What follows belongs to an exercise in optimizing a design on an open flow for small area; a production flow would make more cautious choices.
Only simulation tests tie the RTL to the original design; equivalence was not proved.
No activity file was given, so power comes from the tool's default toggle rates.

==> flow/design.v <==
module fifo #(
    parameter DATA_W = 8
)(
    input clk,
    input rst,
    input wr_en,
    input rd_en,
    input [DATA_W-1:0] data_i,
    output empty,
    output almost_full,
    output [DATA_W-1:0] data_o
    );
reg [2:0] b;
reg [DATA_W-1:0] m0, m1, m2, m3, m4, m5;
wire n0 = (b[1] & ~wr_en & rd_en) | (~b[1] & wr_en & ~rd_en) | (b[0] & wr_en & rd_en) | (b[0] & ~wr_en & ~rd_en);
wire n1 = (b[1] & ~wr_en & ~rd_en) | (b[0] & wr_en & ~rd_en) | (b[1] & wr_en & rd_en) | (~b[0] & ~wr_en & rd_en);
wire n2 = (b[2] & wr_en) | (b[0] & b[2]) | (~b[0] & b[1] & wr_en & ~rd_en) | (b[2] & ~rd_en);
always @(posedge clk) begin
    if (rst)
        b <= 3'b000;
    else
        b <= {n2, n1, n0};
end
always @(posedge clk) begin
    if (wr_en) begin
        m0 <= data_i;
        m1 <= m0;
        m2 <= m1;
        m3 <= m2;
        m4 <= m3;
        m5 <= m4;
    end
end
wire s0 = (~b[1] & ~b[2]);
wire s1 = (b[0] & b[1] & ~b[2]);
wire s2 = (~b[0] & b[1]);
wire s3 = (~b[0] & ~b[1]);
wire s4 = (b[0] & ~b[1] & b[2]);
wire s5 = (b[1] & b[2]);
wire [DATA_W-1:0] t0 = ~(({DATA_W{s0}} & m0) | ({DATA_W{s1}} & m1) | ({DATA_W{s2}} & m2));
wire [DATA_W-1:0] t1 = ~(({DATA_W{s3}} & m3) | ({DATA_W{s4}} & m4) | ({DATA_W{s5}} & m5));
assign data_o = ~(t0 & t1);
assign empty = (~b[0] & ~b[1] & ~b[2]);
assign almost_full = (b[1] & b[2]);
endmodule
module roundrobin_arbiter #(
    parameter N = 7,
    parameter PW = 3
)(
    input clk,
    input rst,
    input off_sig,
    input [N-1:0] requests,
    output [N-1:0] grants_out
    );
reg [PW-1:0] last;
wire [N-1:0] req = requests & {N{~off_sig}};
wire [N-1:0] m, sm, h, g;
wire [PW-1:0] idx;
generate if (N == 7) begin : g_n7
    assign m[0] = req[0] & ((last[2]) | (last[0]) | (last[1]));
    assign m[1] = req[1] & ((last[2]) | (last[1]));
    assign m[2] = req[2] & ((~last[0] & last[1]) | (last[2]));
    assign m[3] = req[3] & ((~last[0] & last[1]) | (~last[0] & last[2]));
    assign m[4] = req[4] & ((~last[0] & last[2]));
    assign m[5] = req[5] & ((~last[0] & ~last[1] & last[2]));
    assign m[6] = 1'b0;
    assign idx = {(g[3] | g[5] | g[6]), (g[2] | g[4] | g[5]), (g[1] | g[2] | g[3])};
 end else begin : g_n4
    assign m[0] = req[0] & ((last[0]) | (last[1]));
    assign m[1] = req[1] & ((last[1]));
    assign m[2] = req[2] & ((last[0] & last[1]));
    assign m[3] = 1'b0;
    assign idx = {(g[2] | g[3]), (g[1] | g[3])};
 end endgenerate
genvar k;
for (k = 0; k < N; k = k + 1) begin : g_k
    if (k == N-1) begin
        assign sm[k] = 1'b0;
        assign h[k] = 1'b0;
    end else begin
        assign sm[k] = sm[k+1] | m[k+1];
        assign h[k] = h[k+1] | req[k+1];
    end
end
wire a = sm[0] | m[0];
for (k = 0; k < N; k = k + 1) begin : g_g
    assign g[k] = (m[k] & ~sm[k]) | (req[k] & ~a & ~h[k]);
end
assign grants_out = g;
always @(posedge clk) begin
    if (rst)
        last <= {PW{1'b0}};
    else if (~off_sig)
        last <= idx;
end
endmodule
module router #(
    parameter ROW = 0,
    parameter COL = 0
) (
    input clk,
    input rst,
    input  [2:0]  row_v_i,
    input  [17:0] row_d_i,
    output [2:0]  row_af_o,
    input  [2:0]  col_v_i,
    input  [11:0] col_d_i,
    output [2:0]  col_af_o,
    input         loc_v_i,
    input  [7:0]  loc_d_i,
    output        loc_af_o,
    output [2:0]  row_v_o,
    output [5:0]  row_d_o,
    input  [2:0]  row_off_i,
    output [2:0]  col_v_o,
    output [11:0] col_d_o,
    input  [2:0]  col_off_i,
    output        loc_v_o,
    output [7:0]  loc_d_o,
    input         loc_off_i
    );
genvar p;
wire [2:0] row_empty, row_rd;
wire [17:0] row_head;
wire [2:0] col_empty, col_rd;
wire [11:0] col_head;
wire loc_empty, loc_rd;
wire [7:0] loc_head;
for (p = 0; p < 3; p = p + 1) begin : g_rowq
    fifo #(.DATA_W(6)) q (.clk(clk), .rst(rst),
        .wr_en(row_v_i[p]), .rd_en(row_rd[p]), .data_i(row_d_i[6*p +: 6]),
        .empty(row_empty[p]), .almost_full(row_af_o[p]),
        .data_o(row_head[6*p +: 6]));
end
for (p = 0; p < 3; p = p + 1) begin : g_colq
    fifo #(.DATA_W(4)) q (.clk(clk), .rst(rst),
        .wr_en(col_v_i[p]), .rd_en(col_rd[p]), .data_i(col_d_i[4*p +: 4]),
        .empty(col_empty[p]), .almost_full(col_af_o[p]),
        .data_o(col_head[4*p +: 4]));
end
fifo #(.DATA_W(8)) loc_q (.clk(clk), .rst(rst),
    .wr_en(loc_v_i), .rd_en(loc_rd), .data_i(loc_d_i),
    .empty(loc_empty), .almost_full(loc_af_o), .data_o(loc_head));
wire [1:0] loc_dr = loc_head[7:6];
wire [1:0] loc_dc = loc_head[5:4];
wire [2:0] loc_req_row, loc_req_col;
wire loc_req_loc;
for (p = 0; p < 3; p = p + 1) begin : g_lreq
    localparam integer NC = (p < COL) ? p : p + 1;
    localparam integer NR = (p < ROW) ? p : p + 1;
    assign loc_req_row[p] = ~loc_empty & (loc_dc == NC);
    assign loc_req_col[p] = ~loc_empty & (loc_dc == COL) & (loc_dr == NR);
end
assign loc_req_loc = ~loc_empty & (loc_dc == COL) & (loc_dr == ROW);
wire [2:0] row_req_loc;
wire [2:0] row_req_col [0:2];    
for (p = 0; p < 3; p = p + 1) begin : g_rreq
    wire [1:0] dr = row_head[6*p+4 +: 2];
    assign row_req_loc[p] = ~row_empty[p] & (dr == ROW);
    assign row_req_col[p][0] = ~row_empty[p] & (dr == ((0 < ROW) ? 0 : 1));
    assign row_req_col[p][1] = ~row_empty[p] & (dr == ((1 < ROW) ? 1 : 2));
    assign row_req_col[p][2] = ~row_empty[p] & (dr == ((2 < ROW) ? 2 : 3));
end
assign row_v_o = loc_req_row & ~row_off_i;
assign row_d_o = {loc_head[7:6], loc_head[3:0]};
wire [3:0] cg [0:2];
for (p = 0; p < 3; p = p + 1) begin : g_carb
    roundrobin_arbiter #(.N(4), .PW(2)) arb (.clk(clk), .rst(rst),
        .off_sig(col_off_i[p]),
        .requests({loc_req_col[p], row_req_col[2][p], row_req_col[1][p], row_req_col[0][p]}),
        .grants_out(cg[p]));
    assign col_v_o[p] = |cg[p];
    assign col_d_o[4*p +: 4] =
        ({4{cg[p][0]}} & row_head[3:0]) |
        ({4{cg[p][1]}} & row_head[9:6]) |
        ({4{cg[p][2]}} & row_head[15:12]) |
        ({4{cg[p][3]}} & loc_head[3:0]);
end
wire [6:0] lg;
roundrobin_arbiter #(.N(7), .PW(3)) loc_arb (.clk(clk), .rst(rst),
    .off_sig(loc_off_i),
    .requests({loc_req_loc, ~col_empty, row_req_loc}),
    .grants_out(lg));
assign loc_v_o = |lg;
wire [1:0] rowid = ROW;
wire [1:0] colid = COL;
assign loc_d_o[7:4] = {rowid, colid};
assign loc_d_o[3:0] =
    ({4{lg[0]}} & row_head[3:0]) |
    ({4{lg[1]}} & row_head[9:6]) |
    ({4{lg[2]}} & row_head[15:12]) |
    ({4{lg[3]}} & col_head[3:0]) |
    ({4{lg[4]}} & col_head[7:4]) |
    ({4{lg[5]}} & col_head[11:8]) |
    ({4{lg[6]}} & loc_head[3:0]);
assign col_rd = lg[5:3];
assign row_rd[0] = lg[0] | cg[0][0] | cg[1][0] | cg[2][0];
assign row_rd[1] = lg[1] | cg[0][1] | cg[1][1] | cg[2][1];
assign row_rd[2] = lg[2] | cg[0][2] | cg[1][2] | cg[2][2];
assign loc_rd = (|row_v_o) | cg[0][3] | cg[1][3] | cg[2][3] | lg[6];
endmodule
module NoC_flattened_butterfly #(
    parameter DATA_W = 8,
    parameter FIFO_DEPTH = 8,
    parameter NODE_PER_ROW = 4,
    parameter NODE_PER_COL = 4
) (
    input clk,
    input rst,
    input [0:NODE_PER_ROW*NODE_PER_COL-1] valid_i_NoC,
    input [0:DATA_W*NODE_PER_ROW*NODE_PER_COL-1] data_i_NoC,
    input [0:NODE_PER_ROW*NODE_PER_COL-1] off_sigs_i_NoC,
    output [0:NODE_PER_ROW*NODE_PER_COL-1] valid_o_NoC,
    output [0:DATA_W*NODE_PER_ROW*NODE_PER_COL-1] data_o_NoC,
    output [0:NODE_PER_ROW*NODE_PER_COL-1] off_sigs_o_NoC
    );
genvar r, c, p;
wire [2:0]  row_v_o  [0:15];
wire [5:0]  row_d_o  [0:15];
wire [2:0]  row_af_o [0:15];
wire [2:0]  col_v_o  [0:15];
wire [11:0] col_d_o  [0:15];
wire [2:0]  col_af_o [0:15];
wire [2:0]  row_v_i  [0:15];
wire [17:0] row_d_i  [0:15];
wire [2:0]  row_off_i[0:15];
wire [2:0]  col_v_i  [0:15];
wire [11:0] col_d_i  [0:15];
wire [2:0]  col_off_i[0:15];
for (r = 0; r < 4; r = r + 1) begin : g_r
    for (c = 0; c < 4; c = c + 1) begin : g_c
        localparam integer N = 4*r + c;
        for (p = 0; p < 3; p = p + 1) begin : g_p
            localparam integer NC = (p < c) ? p : p + 1;
            localparam integer BC = (c < NC) ? c : c - 1;
            localparam integer NR = (p < r) ? p : p + 1;
            localparam integer BR = (r < NR) ? r : r - 1;
            assign row_v_i[N][p]       = row_v_o[4*r + NC][BC];
            assign row_d_i[N][6*p +: 6] = row_d_o[4*r + NC];
            assign row_off_i[N][p]     = row_af_o[4*r + NC][BC];
            assign col_v_i[N][p]       = col_v_o[4*NR + c][BR];
            assign col_d_i[N][4*p +: 4] = col_d_o[4*NR + c][4*BR +: 4];
            assign col_off_i[N][p]     = col_af_o[4*NR + c][BR];
        end
        router #(.ROW(r), .COL(c)) router_inst (
            .clk(clk), .rst(rst),
            .row_v_i(row_v_i[N]), .row_d_i(row_d_i[N]), .row_af_o(row_af_o[N]),
            .col_v_i(col_v_i[N]), .col_d_i(col_d_i[N]), .col_af_o(col_af_o[N]),
            .loc_v_i(valid_i_NoC[N]), .loc_d_i(data_i_NoC[8*N +: 8]),
            .loc_af_o(off_sigs_o_NoC[N]),
            .row_v_o(row_v_o[N]), .row_d_o(row_d_o[N]), .row_off_i(row_off_i[N]),
            .col_v_o(col_v_o[N]), .col_d_o(col_d_o[N]), .col_off_i(col_off_i[N]),
            .loc_v_o(valid_o_NoC[N]), .loc_d_o(data_o_NoC[8*N +: 8]),
            .loc_off_i(off_sigs_i_NoC[N])
            );
    end
end
endmodule
==> flow/flow/run.sh <==
#!/bin/bash
# Layout flow: the standard ORFS flow (standard.sh), with two changes:
#  - Yosys maps the logic with an area-oriented ABC script (flow/area.abc);
#    the synthesis script, flip-flop mapping, flattening and renaming are
#    the standard flow's own.
#  - extra ORFS variables from flow/make.args are added to the make call
#    (clock tree buffers, port buffer cell).
# Each tool's full output is in orfs/logs/; make's own output is in flow.log.
set -euo pipefail
here=$(pwd)

# Synthesis script: the standard flow's, with abc's -script argument replaced.
{
  head -n 1 synth_recipe.tcl
  cat <<TCL
proc abc {args} {
  set i [lsearch -exact \$args -script]
  if {\$i >= 0} { lset args [expr {\$i + 1}] $here/flow/area.abc }
  puts "abc called with script $here/flow/area.abc"
  yosys abc {*}\$args
}
TCL
  tail -n +2 synth_recipe.tcl
} > my_synth.tcl

extra=""
if [[ -f flow/make.args ]]; then
  extra=$(grep -v '^#' flow/make.args | tr '\n' ' ')
fi
sed "s#SYNTH_SCRIPT=[^ ]*#SYNTH_SCRIPT=$here/my_synth.tcl $extra#" standard.sh > my_standard.sh
grep -q "SYNTH_SCRIPT=$here/my_synth.tcl" my_standard.sh

bash my_standard.sh "$@" > flow.log 2>&1
==> flow/flow/area.abc <==
strash
dch -f
amap -F 16 -A 16 -C 2000
topo
==> flow/flow/make.args <==
CTS_ARGS='-sink_clustering_enable -repair_clock_nets -dont_use_dummy_load -sink_clustering_size 15 -sink_clustering_max_diameter 65 -buf_list {sky130_fd_sc_hd__clkbuf_8}'
BUFFER_PORTS_ARGS='-buffer_cell sky130_fd_sc_hd__buf_1'
==> flow/standard.sh <==
#!/bin/bash
# synth_recipe.tcl (not shown) runs the flow's synth.tcl, then flattens the netlist and writes it again
# the make line also repeats each setting of config.mk as NAME=value (left out here)
make -C /OpenROAD-flow-scripts/flow DESIGN_CONFIG=/design/flow/config.mk WORK_HOME=/design/flow/orfs CLKGATE_MAP_FILE= SYNTH_SCRIPT=/design/flow/synth_recipe.tcl "${@:-finish}"
==> flow/config.mk <==
export PLATFORM = sky130hd
export DESIGN_NAME = NoC_flattened_butterfly
export DESIGN_NICKNAME = NoC_flattened_butterfly
export VERILOG_FILES = /design/flow/design.v
export SDC_FILE = /design/flow/constraint.sdc
export NUM_CORES = 8
export LEC_CHECK = 0
export ABC_AREA = 1
export CAP_MARGIN = 10
export CORE_MARGIN = 2
export CORE_UTILIZATION = 55
export PLACE_DENSITY = 0.7
export SLEW_MARGIN = 10
==> flow/constraint.sdc <==
create_clock -name core_clock -period 10.0 [get_ports {clk}]
set_input_delay 2.0000 -clock core_clock [delete_from_list [all_inputs] [get_ports {clk}]]
set_output_delay 2.0000 -clock core_clock [all_outputs]
set_load 0.01 [all_outputs]
==> results of run 1 <==
worst max-delay path: cells and delay by family (launching register included):
family | cells | cell delay (ns)
buffers and inverters | 4 | 0.86
flip-flops | 1 | 0.40
AND/OR/NAND/NOR | 8 | 3.32
AO/OA/AOI/OAI | 2 | 0.90
sequential cells by signal (all words and copies together), names as in the netlist, 144 cells and up:
| signal | flops |
|---|---|
| g_r.g_c.router_inst.g_colq.q.m5 | 192 |
| g_r.g_c.router_inst.g_colq.q.m0 | 192 |
| g_r.g_c.router_inst.g_colq.q.m3 | 192 |
| g_r.g_c.router_inst.g_rowq.q.m1 | 288 |
| g_r.g_c.router_inst.g_rowq.q.m2 | 288 |
| g_r.g_c.router_inst.g_colq.q.m1 | 192 |
| g_r.g_c.router_inst.g_rowq.q.m3 | 288 |
| g_r.g_c.router_inst.g_rowq.q.b | 144 |
| g_r.g_c.router_inst.g_colq.q.m4 | 192 |
| g_r.g_c.router_inst.g_rowq.q.m4 | 288 |
| g_r.g_c.router_inst.g_colq.q.b | 144 |
| g_r.g_c.router_inst.g_rowq.q.m0 | 288 |
| g_r.g_c.router_inst.g_colq.q.m2 | 192 |
| g_r.g_c.router_inst.g_rowq.q.m5 | 288 |
where the power goes:
group / internal (W) / switching (W) / total [W]
Clock: 0.00291 / 0.00518 / 0.00808
Sequential: 0.0270 / 0.00295 / 0.0299
Combinational: 0.00583 / 0.0173 / 0.0231
final cells by class:
cell class                 instances  area [sq um]  share of cell area
antenna                           57           143            0.000815
clock buffer                     324          4460              0.0255
inverter                        1220          4580              0.0262
multi-input combinational       6105         39100               0.223
sequential                      4128        119000               0.681
tap                             3919          4900              0.0280
timing repair buffer             488          2730              0.0156
final timing paths:
check	endpoint	depth (start not counted)
hold / removal	g_r[2].g_c[1].router_inst.g_colq[0].q.m5[3]	0
setup reg to reg	g_r[2].g_c[0].router_inst.g_colq[1].q.b[0]	15
setup / recovery	valid_o_NoC[15]	14
hold reg to reg	g_r[2].g_c[1].router_inst.g_colq[0].q.m5[3]	0
layer usage:
metal | track usage | vias to the layer above | share of wire
li1 | - | 48914 | -
met1 | 0.429 | 56693 | 0.39
met2 | 0.446 | 7698 | 0.44
met3 | 0.0578 | 1057 | 0.11
met4 | 0.157 | 12 | 0.058
met5 | 0 | - | 0.00017
through the flow:
stage	setup WS, ns	cells	cell area [sq um]	hold slack, ns	utilization
after global routing	0.968	16200	175000	0.414	0.594
after CTS	1.46	16183	175000	0.391	0.594
after floorplan	3.20	11549	163000	0.425	-
final	1.40	16241	175000	0.396	0.595
after detailed placement	1.87	15859	170000	0.431	0.579
after global placement	1.87	15859	170000	0.427	0.579
cells by family (layout without fill, tap and decap cells):
family / Yosys count / in the layout / share of synthesized area
AND/OR/NAND/NOR: 3094 / 3094 / 0.0868
AO/OA/AOI/OAI: 2947 / 2947 / 0.149
buffers and inverters: 1316 / 2032 / 0.0325
flip-flops: 4128 / 4128 / 0.732
other: 2 / 121 / 0.0000461
cells in the mapped netlist (26+ instances only):
cell type | n | area [sq um]
clkinv_1 | 1220 | 4580
edfxtp_1 | 3648 | 110000
o32ai_1 | 74 | 648
a222oi_1 | 1470 | 14700
nand2_1 | 667 | 2500
or4_1 | 32 | 240
nor2_1 | 1090 | 4090
a221oi_1 | 98 | 858
nand4_1 | 26 | 163
nor4_1 | 314 | 1960
a22oi_1 | 222 | 1670
dfxtp_1 | 480 | 9610
buf_4 | 96 | 721
o21ai_0 | 270 | 1350
nor3_1 | 560 | 2800
a21oi_1 | 394 | 1970
and3_1 | 48 | 300
a31oi_1 | 128 | 801
or2_0 | 90 | 563
nand3_1 | 143 | 716
or3_1 | 79 | 494
a2111oi_0 | 39 | 342
nand2b_1 | 28 | 175
o22ai_1 | 59 | 369
a211oi_1 | 111 | 833
==> run_results.csv, run 1 <==
group,metric,value,unit
status,status,"timing/DRC/antenna clean",
grt,antenna_found_initial,64,
clocking,cts-root-buf,"clkbuf_8",
drt,drc,0,
power,p_per_area,349,nW/um^2
drt,wirelength,471000,microns
floorplanning,dieWidth,548,microns
worst_setup_path,cp_max_fo,8,
power,p_total,0.0611,W
flow_run,cap_violations,0,
synth,syn_avg_cell_area,14.2,sq um
power,p_leak,54.6,nW
timing,tns,0,ns
worst_setup_path,slowest_stage,"nor3_1",
clocking,htree_num_levels,5,
synth,ys_async_sr_fraction,0,
drt,drt_iter0_drc,24096,
clocking,clk_pin_slew,0.09,ns
worst_setup_path,critPathLaunch,"g_r[3].g_c[3].router_inst.loc_q.b[1]",
synth,synth_ff_type,"edfxtp_1",
timing,slew_viol_final,0,
floorplanning,core_area,294000,sq um
worst_setup_path,critPathMaxStageDelay,0.93,ns
drt,wire_per_inst,29.0,microns
worst_setup_path,arrival,6.60,ns
clocking,cts-buffers-inserted,324,
clocking,clkLatencyLatePin,1.12,ns
clocking,cts_hold_repair.buffers,0,
worst_setup_path,crit_path_cell_trace,"clkinv_1 > nor3_1 > a222oi_1 > nand2_1 > clkinv_1 > or2_0 > nor4_1 > or3_1 > nor3_1 > a31oi_1 > clkinv_1 > nor3_1 > nand4b_1 > buf_1",
floorplanning,dieArea,300000,sq um
synth,synth_warnings,22,
floorplanning,initial_core_util,0.553,
worst_setup_path,cp-start-kind,"register",
layout,final_cell_mix,"edfxtp_1 (3648), a222oi_1 (1470), clkinv_1 (1219)",
timing,finClkSkew,0.127,ns
layout,drive_gt1_frac,0.0531,
worst_setup_path,cp-end-kind,"primary output",
grt,grtUsageTotal,0.302,
timing,relSlewSlack,0.0707,
floorplanning,ios,322,
worst_setup_path,crit_required,8.00,ns
floorplanning,die_y,548,microns
grt,grt_max_degree,138,
place,dp_hpwl,340000,microns
drt,routed_via_density,7.04,
timing,max_freq,0.116,GHz
clocking,cts_buffer_depth,4,
drt,dr.pass1.iters,15,
layout,areaGrowthSynthToFinish,7.50,%
timing,rsz0062_at_grt,"no",
synth,syn_area,163000,sq um
worst_setup_path,r2r_slack,3.15,ns
synth,synth.distinct_cells,42,
synth,ys_ff_latch,4128,
layout,fin_nets,12429,
place,gp_congestion,1.01,
synth,seq_area_frac_synth,0.732,
power,ir_drop,0.255,mV
layout,final_common_cell,"edfxtp_1",
clocking,cts_resized,0,
drt,ant_nets,0,
grt,grt_pass1_vias,105923,
synth,synthCells,11487,
grt,grt_pass1_wl,683000,microns
synth,synth-edff-count,3648,
timing,worst_pin_slew,1.38,ns
timing,min_period_over_period,0.860,
timing,hold_violations,0,
worst_hold_path,min_path_type,"reg2reg",
timing,timing.final.crit_period,8.60,ns
layout,fillers,22393,
clocking,cts_num_sinks,4128,
worst_hold_path,hold_start,"g_r[2].g_c[1].router_inst.g_colq[0].q.m4[3]",
drt,vias,114374,
clocking,cts_setup_buffers,0,
worst_setup_path,reg2reg_from,"g_r[1].g_c[0].router_inst.loc_q.b[1]",
timing,setup_violations,0,
clocking,cts_tree,"done",
floorplanning,rows,199,
place,portBuffers,257,
grt,gr-total-overflow,0,
worst_setup_path,critPathKind,"reg2out",
==> run 2, diff against run 1 <==
==> flow/flow/make.args (replaced) <==
CTS_ARGS='-sink_clustering_enable -repair_clock_nets -dont_use_dummy_load -sink_clustering_size 17 -sink_clustering_max_diameter 65 -buf_list {sky130_fd_sc_hd__clkbuf_8}'
BUFFER_PORTS_ARGS='-buffer_cell sky130_fd_sc_hd__buf_1'
--- a/flow/config.mk
+++ b/flow/config.mk
@@ -6,8 +6,8 @@
 export NUM_CORES = 8
 export LEC_CHECK = 0
 export ABC_AREA = 1
-export CAP_MARGIN = 10
+export CAP_MARGIN = 20
 export CORE_MARGIN = 2
 export CORE_UTILIZATION = 55
 export PLACE_DENSITY = 0.7
-export SLEW_MARGIN = 10
+export SLEW_MARGIN = 20
==> run_results.csv, run 2 <==
group,metric,value,unit
status,status,"timing/DRC/antenna clean",
timing,slew_viol_final,0,
floorplanning,core_area,294000,sq um
layout,final_common_cell,"edfxtp_1",
worst_setup_path,crit_path_cell_trace,"clkinv_1 > nor3_1 > a222oi_1 > nand2_1 > clkinv_1 > or3_1 > nor4_1 > clkinv_1 > nand3_1 > nor3_1 > a31oi_1 > clkinv_1 > nor3_1 > nand4b_1 > buf_1",
synth,synth_ff_type,"edfxtp_1",
clocking,cts_resized,0,
worst_setup_path,cp_num_buf_inv,5,
timing,timing.final.crit_period,8.61,ns
worst_setup_path,critPathKind,"reg2out",
timing,setup_violations,0,
worst_setup_path,crit_required,8.00,ns
clocking,cts_tree,"done",
grt,grt_pass1_vias,106011,
layout,drive_gt1_frac,0.0524,
clocking,cts_hold_repair.buffers,0,
place,dp_hpwl,340000,microns
timing,worst_pin_slew,1.26,ns
layout,fillers,22476,
grt,grt_pass1_wl,682000,microns
worst_hold_path,worstHoldPathCells,0,
power,p_leak,54.4,nW
worst_hold_path,min_path_type,"reg2reg",
grt,gr-total-overflow,0,
layout,fin_cells,16193,
floorplanning,dieWidth,548,microns
grt,grt_max_degree,138,
drt,drc,0,
timing,hold_violations,0,
synth,synth.area.top_cells,"edfxtp_1 (67%), a222oi_1 (9.0%), dfxtp_1 (5.9%)",
synth,synth-edff-count,3648,
timing,max_freq,0.116,GHz
worst_setup_path,arrival,6.61,ns
worst_setup_path,r2r_slack,3.27,ns
grt,antenna_found_initial,60,
worst_setup_path,critPathMostFrequentCell,"clkinv_1",
synth,synthTopCellsByCount,"edfxtp_1 (3648), a222oi_1 (1470), clkinv_1 (1220)",
synth,syn_avg_cell_area,14.2,sq um
flow_run,cap_violations,0,
place,dp.cells,15861,
worst_setup_path,reg2reg_from,"g_r[1].g_c[3].router_inst.loc_q.b[1]",
timing,tns,0,ns
clocking,clk_pin_slew,0.11,ns
timing,finClkSkew,0.138,ns
synth,synth_top_area_share,0.673,
drt,wirelength,471000,microns
clocking,clkLatencyLatePin,1.11,ns
place,portBuffers,257,
clocking,htree_num_levels,5,
synth,yosys.area.top_type,"edfxtp_1",
drt,ant_nets,0,
clocking,cts_num_sinks,4128,
grt,grtUsageTotal,0.302,
floorplanning,initial_core_util,0.553,
synth,synth.most_common_cell,"edfxtp_1",
worst_setup_path,crit_family,"simple AND/OR/NAND/NOR gates",
synth,synth.distinct_cells,42,
synth,ys_ff_latch,4128,
worst_setup_path,worstReg2RegEnd,"g_r[0].g_c[3].router_inst.g_colq[0].q.b[0]",
clocking,cts_buffer_depth,4,
floorplanning,dieArea,300000,sq um
drt,dr.pass1.iters,15,
layout,areaGrowthSynthToFinish,7.31,%
floorplanning,rows,199,
synth,ys_async_sr_fraction,0,
layout,multi_input_area,39100,sq um
power,ir_drop,0.253,mV
drt,drt_iter0_drc,24288,
clocking,cts-buffers-inserted,299,
layout,final_cell_mix,"edfxtp_1 (3648), a222oi_1 (1470), clkinv_1 (1219)",
synth,synth_warnings,22,
clocking,cts_setup_buffers,0,
layout,regArea,119000,sq um
floorplanning,ios,322,
timing,rsz0062_at_grt,"no",
floorplanning,die_y,548,microns
worst_hold_path,hold_start,"g_r[3].g_c[2].router_inst.g_colq[1].q.m1[0]",
worst_setup_path,cp-end-kind,"primary output",
timing,min_period_over_period,0.861,
synth,syn_area,163000,sq um
worst_setup_path,slowest_stage,"nor3_1",
worst_setup_path,cp-start-kind,"register",
worst_setup_path,worst-r2r-cell-count,16,
drt,wire_per_inst,29.1,microns
clocking,cts-root-buf,"clkbuf_8",
worst_setup_path,cp_max_fo,8,
place,gp_congestion,1.01,
timing,relSlewSlack,0.150,
drt,routed_via_density,7.01,
synth,synthCells,11487,
worst_setup_path,critPathMaxStageDelay,0.89,ns
worst_hold_path,min_to,"g_r[3].g_c[2].router_inst.g_colq[1].q.m2[0]",
power,p_per_area,349,nW/um^2
layout,fin_nets,12410,
synth,seq_area_frac_synth,0.732,
drt,vias,113458,
-- run 2: cell count changes in the layout (fill, tap and decap cells not counted), sizes merged --
cell    previous run  this run
buf              471       476
clkbuf           341       317
diode             57        28
-- run 2: power breakdown --
group          internal, W  leakage [nW]  switching, W
Sequential          0.0270          38.0       0.00295
Combinational      0.00587          14.3        0.0173
Clock              0.00269          2.15       0.00513
Total               0.0355          54.4        0.0254
-- run 2: logic make-up (layout without fill, tap and decap cells) --
group | after synthesis | in the layout | synth area share
AO/OA/AOI/OAI | 2947 | 2947 | 0.149
other | 2 | 92 | 0.0000461
flip-flops | 4128 | 4128 | 0.732
buffers and inverters | 1316 | 2013 | 0.0325
AND/OR/NAND/NOR | 3094 | 3094 | 0.0868
-- run 2: worst max-delay path by stage --
stage	startpoint	end	slack (ns)	depth (start not counted)
floorplan	g_r[2].g_c[1].router_inst.loc_q.b[1]	g_r[2].g_c[1].router_inst.loc_q.b[2]	3.20	11
global placement	off_sigs_i_NoC[6]	data_o_NoC[52]	1.87	15
detailed placement	off_sigs_i_NoC[6]	data_o_NoC[53]	1.87	15
CTS	g_r[2].g_c[1].router_inst.loc_q.b[1]	valid_o_NoC[9]	1.42	15
global route	g_r[2].g_c[1].router_inst.loc_q.b[1]	valid_o_NoC[9]	0.99	15
finish	g_r[2].g_c[1].router_inst.loc_q.b[1]	valid_o_NoC[9]	1.39	15
-- run 2: metrics by stage --
step	instance area [sq um]	worst slack [ns]	util	hold WS [ns]	power (W)
after detailed placement	170000	1.87	0.579	0.431	0.0526
final	175000	1.39	0.594	0.374	0.0609
after global routing	175000	0.987	0.594	0.366	0.0635
after floorplan	163000	3.20	-	0.425	0.0423
after CTS	175000	1.42	0.593	0.354	0.0604
after global placement	170000	1.87	0.579	0.427	0.0518
-- run 2: area by class of cell --
| cell class | instances | share of cell area |
|---|---|---|
| Clock buffer | 299 | 0.0235 |
| Inverter | 1220 | 0.0262 |
| Sequential cell | 4128 | 0.682 |
| Multi-Input combinational cell | 6105 | 0.224 |
| Tap cell | 3919 | 0.0281 |
| Antenna cell | 28 | 0.000401 |
| Timing Repair Buffer | 494 | 0.0159 |
-- run 2: worst register-to-register path: stages (launching register included) --
cell and delay, ns:
dfxtp_1 0.39, clkinv_1 0.15, nor2_1 0.64, a222oi_1 0.16, nand2_1 0.54, clkinv_1 0.36
or2_0 0.38, nor4_1 0.35, clkinv_1 0.15, a31oi_1 0.29, clkinv_1 0.27, nor4_1 1.00
clkinv_1 1.15, nor2_1 0.39, a21oi_1 0.10, a22oi_1 0.20, nor2_1 0.06
-- run 2: metal layers --
metal	routed length (microns)	global-route usage
met2	206000	0.442
met1	181000	0.428
met5	100	0
met4	28300	0.165
met3	54800	0.0582

what the ideal ports hide:
The results above use ideal ports. As a check the final layouts listed here were re-extracted and re-timed, cells and wires unchanged.
Step 1 assumes that a clkbuf_16 drives the clock port and a buf_2 every other input.
Step 2 also shifts input and output timing later by t, the mid clock arrival at the registers, as if the neighbouring blocks saw the same clock.
Three values: no drivers, after step 1, after step 2; two values: the first two.
run | shift t [ns] | setup slack, ns | clock arrival spread, ns
run 1 | 1.166 | 1.400 / 1.294 / 1.593 | 0.142 / 0.142
run 2 | 1.130 | 1.391 / 1.290 / 1.629 | 0.167 / 0.167
After both steps every run listed still meets setup and hold.
